Source: an optimization exercise on an open RTL-to-GDS flow (aim: small area and a short achievable clock period). Production flows keep margins and buffers that such runs may drop. RTL that was checked went through simulation tests only; none was proved equivalent to the original. Power and IR drop assume default switching activity.

## rtc_top
module rtc_top (
                input logic         clk_i,
                input logic         rstn_i,
                input logic         date_update_i,
                input logic [31:0]  date_i,
                output logic [31:0] date_o,
                input logic         clock_update_i,
                output logic [21:0] clock_o,
                input logic [21:0]  clock_i,
                input logic [9:0]   init_sec_cnt_i,
                input logic         calibre_update_i,
                input logic [15:0]  calibre_sec_cnt_i,
                output logic [15:0] calibre_sec_cnt_o,
                input logic         timer_update_i,
                input logic         timer_enable_i,
                input logic         timer_retrig_i,
                input logic [16:0]  timer_target_i,
                output logic [16:0] timer_value_o,
                input logic         alarm_enable_i,
                input logic [5:0]   alarm_mask_i,
                input logic         alarm_update_clock_i,
                input logic [21:0]  alarm_clock_i,
                output logic [21:0] alarm_clock_o,
                input logic         alarm_update_date_i,
                input logic [31:0]  alarm_date_i,
                output logic [31:0] alarm_date_o,
                input logic         event_flag_update_i,
                input logic [1:0]   event_flag_i,
                output logic [1:0]  event_flag_o,
                output logic        event_o
                );
Size: ~1100 cells after synthesis, ~180 flip-flops, about 320 I/O pins, about 11000 sq um of cells after synthesis.
Settings: LEC_CHECK=0, CAP_MARGIN=20, CORE_MARGIN=2, CORE_UTILIZATION=65, SETUP_SLACK_MARGIN=2.6, SLEW_MARGIN=20; clock period 5.0 ns.
standard.sh (not shown) runs the stock make flow with config.mk's settings and CLKGATE_MAP_FILE= SYNTH_SCRIPT=/design/flow/synth_recipe.tcl, a recipe that flattens the netlist after the stock synthesis.
==> flow/flow/run.sh <==
#!/bin/bash
set -euo pipefail
export BUFFER_PORTS_ARGS="-buffer_cell sky130_fd_sc_hd__buf_1"
bash standard.sh finish > standard.log 2>&1
The baseline produced a clean layout.
Then changed:
CORE_UTILIZATION = 40   (was 65)
SETUP_SLACK_MARGIN = unset   (was 2.6)
Effect: Wire length went down by a few percent. Via count went down by a few percent. Setup slack gets worse by 0.66 ns. Synthesized area stays the same. Sequential share of layout area grows by 1.3 points. Clock-buffer cell count is unchanged.

rtc_top, a different RTL version from the one above (not shown whole).
For scale: ~960 cells after synthesis, about 180 flip-flops.
clock: 5.0 ns
lec_check: 0
cap_margin: 20
core_margin: 2
core_utilization: 40
cts_buf_list: sky130_fd_sc_hd__clkbuf_8
cts_cluster_size: 10
setup_slack_margin: 2.45
slew_margin: 20
==> flow/flow/run.sh <==
#!/bin/bash
# The standard layout, with two changes:
#  - synthesis maps the logic with flow/abc_map.script instead of ORFS's abc_speed.script
#    (flow/synth_abc.tcl is synth_recipe.tcl with that abc call swapped);
#  - the port buffers are made from the smallest buffer cell.
# Each tool writes its full log under orfs/logs; the make output goes to standard.log.
set -euo pipefail
HERE=$(pwd)
export ABC_SCRIPT=$HERE/flow/abc_map.script
export ABC_D=2000
export BUFFER_PORTS_ARGS="-buffer_cell sky130_fd_sc_hd__buf_1"
bash standard.sh SYNTH_SCRIPT=$HERE/flow/synth_abc.tcl finish > standard.log 2>&1
==> flow/flow/abc_map.script <==
strash
&get -n
&fraig -x
&put
scorr
dc2
dretime
strash
&get -n
&dch -f
&nf {D}
&put
buffer -c
upsize {D}
dnsize {D}
stime -p
==> flow/flow/synth_abc.tcl <==
proc synth {args} { yosys synth -nofsm -noshare {*}$args }
# abc with the mapping script named by ABC_SCRIPT and the delay target ABC_D (ps);
# the rest is synth_recipe.tcl unchanged
proc abc {args} {
  set i [lsearch -exact $args -script]
  if { $i >= 0 } { set args [lreplace $args [expr {$i + 1}] [expr {$i + 1}] $::env(ABC_SCRIPT)] }
  set j [lsearch -exact $args -D]
  if { $j >= 0 && [info exists ::env(ABC_D)] } { set args [lreplace $args [expr {$j + 1}] [expr {$j + 1}] $::env(ABC_D)] }
  yosys abc {*}$args
}
source $::env(SCRIPTS_DIR)/synth.tcl
# left out here: clear keep_hierarchy, flatten, clean up, hide names made inside functions, write 1_2_yosys.v
Next try:
--- a/flow/flow/abc_map.script
+++ b/flow/flow/abc_map.script
@@ -5 +4,0 @@
-scorr
@@ -7 +6 @@
-dretime
+dc2
--- a/flow/config.mk
+++ b/flow/config.mk
@@ -13 +13 @@
-export SETUP_SLACK_MARGIN = 2.45
+export SETUP_SLACK_MARGIN = 2.3
Effect:
- area after synthesis is lower by 0.68%
- utilization is higher by 0.34 points
- total power is higher by 4.3%
- via count is lower by 1.3%
- die area is lower by 0.67%
- cell count is lower by 1.7%
- register-to-register slack degrades by 270 ps
- final area is lower by 1.3%
- global-route usage is higher by 0.48 points
- hold slack degrades by 15 ps
- count of clock-buffer cells in the layout is higher by 1
No run of this note included a check of the RTL's function; only the layout flow was run.

[separate check: timing with driven ports]
The results above use ideal ports. As a check the final layouts listed here were re-extracted and re-timed, cells and wires unchanged. Step 1 assumes that a clkbuf_16 drives the clock port and a buf_2 every other input. Step 2 moves the port delays by t, midway between the first and last clock arrival at a register: inputs arrive t later, outputs are due t later. That takes back most of the time a late clock gives input paths. Slacks: ideal ports / drivers / drivers and shift; pairs: ideal ports / drivers.
run | shift t [ns] | setup slack, ns | worst data-port slew with drivers (ns)
the first run of note 1 | 0.481 | 2.196 / 2.196 / 1.787 | 0.08
the second run of note 1 | 0.472 | 1.540 / 1.540 / 1.440 | 0.06
the first run of note 2 | 0.496 | 2.318 / 2.318 / 1.873 | 0.06
the second run of note 2 | 0.499 | 2.051 / 2.051 / 1.930 | 0.06
After both steps setup and hold are still met in every run listed. The setup slack of the first run of note 2, which loses most, moves by 0.000 ns with the drivers and by -0.445 ns with both steps.
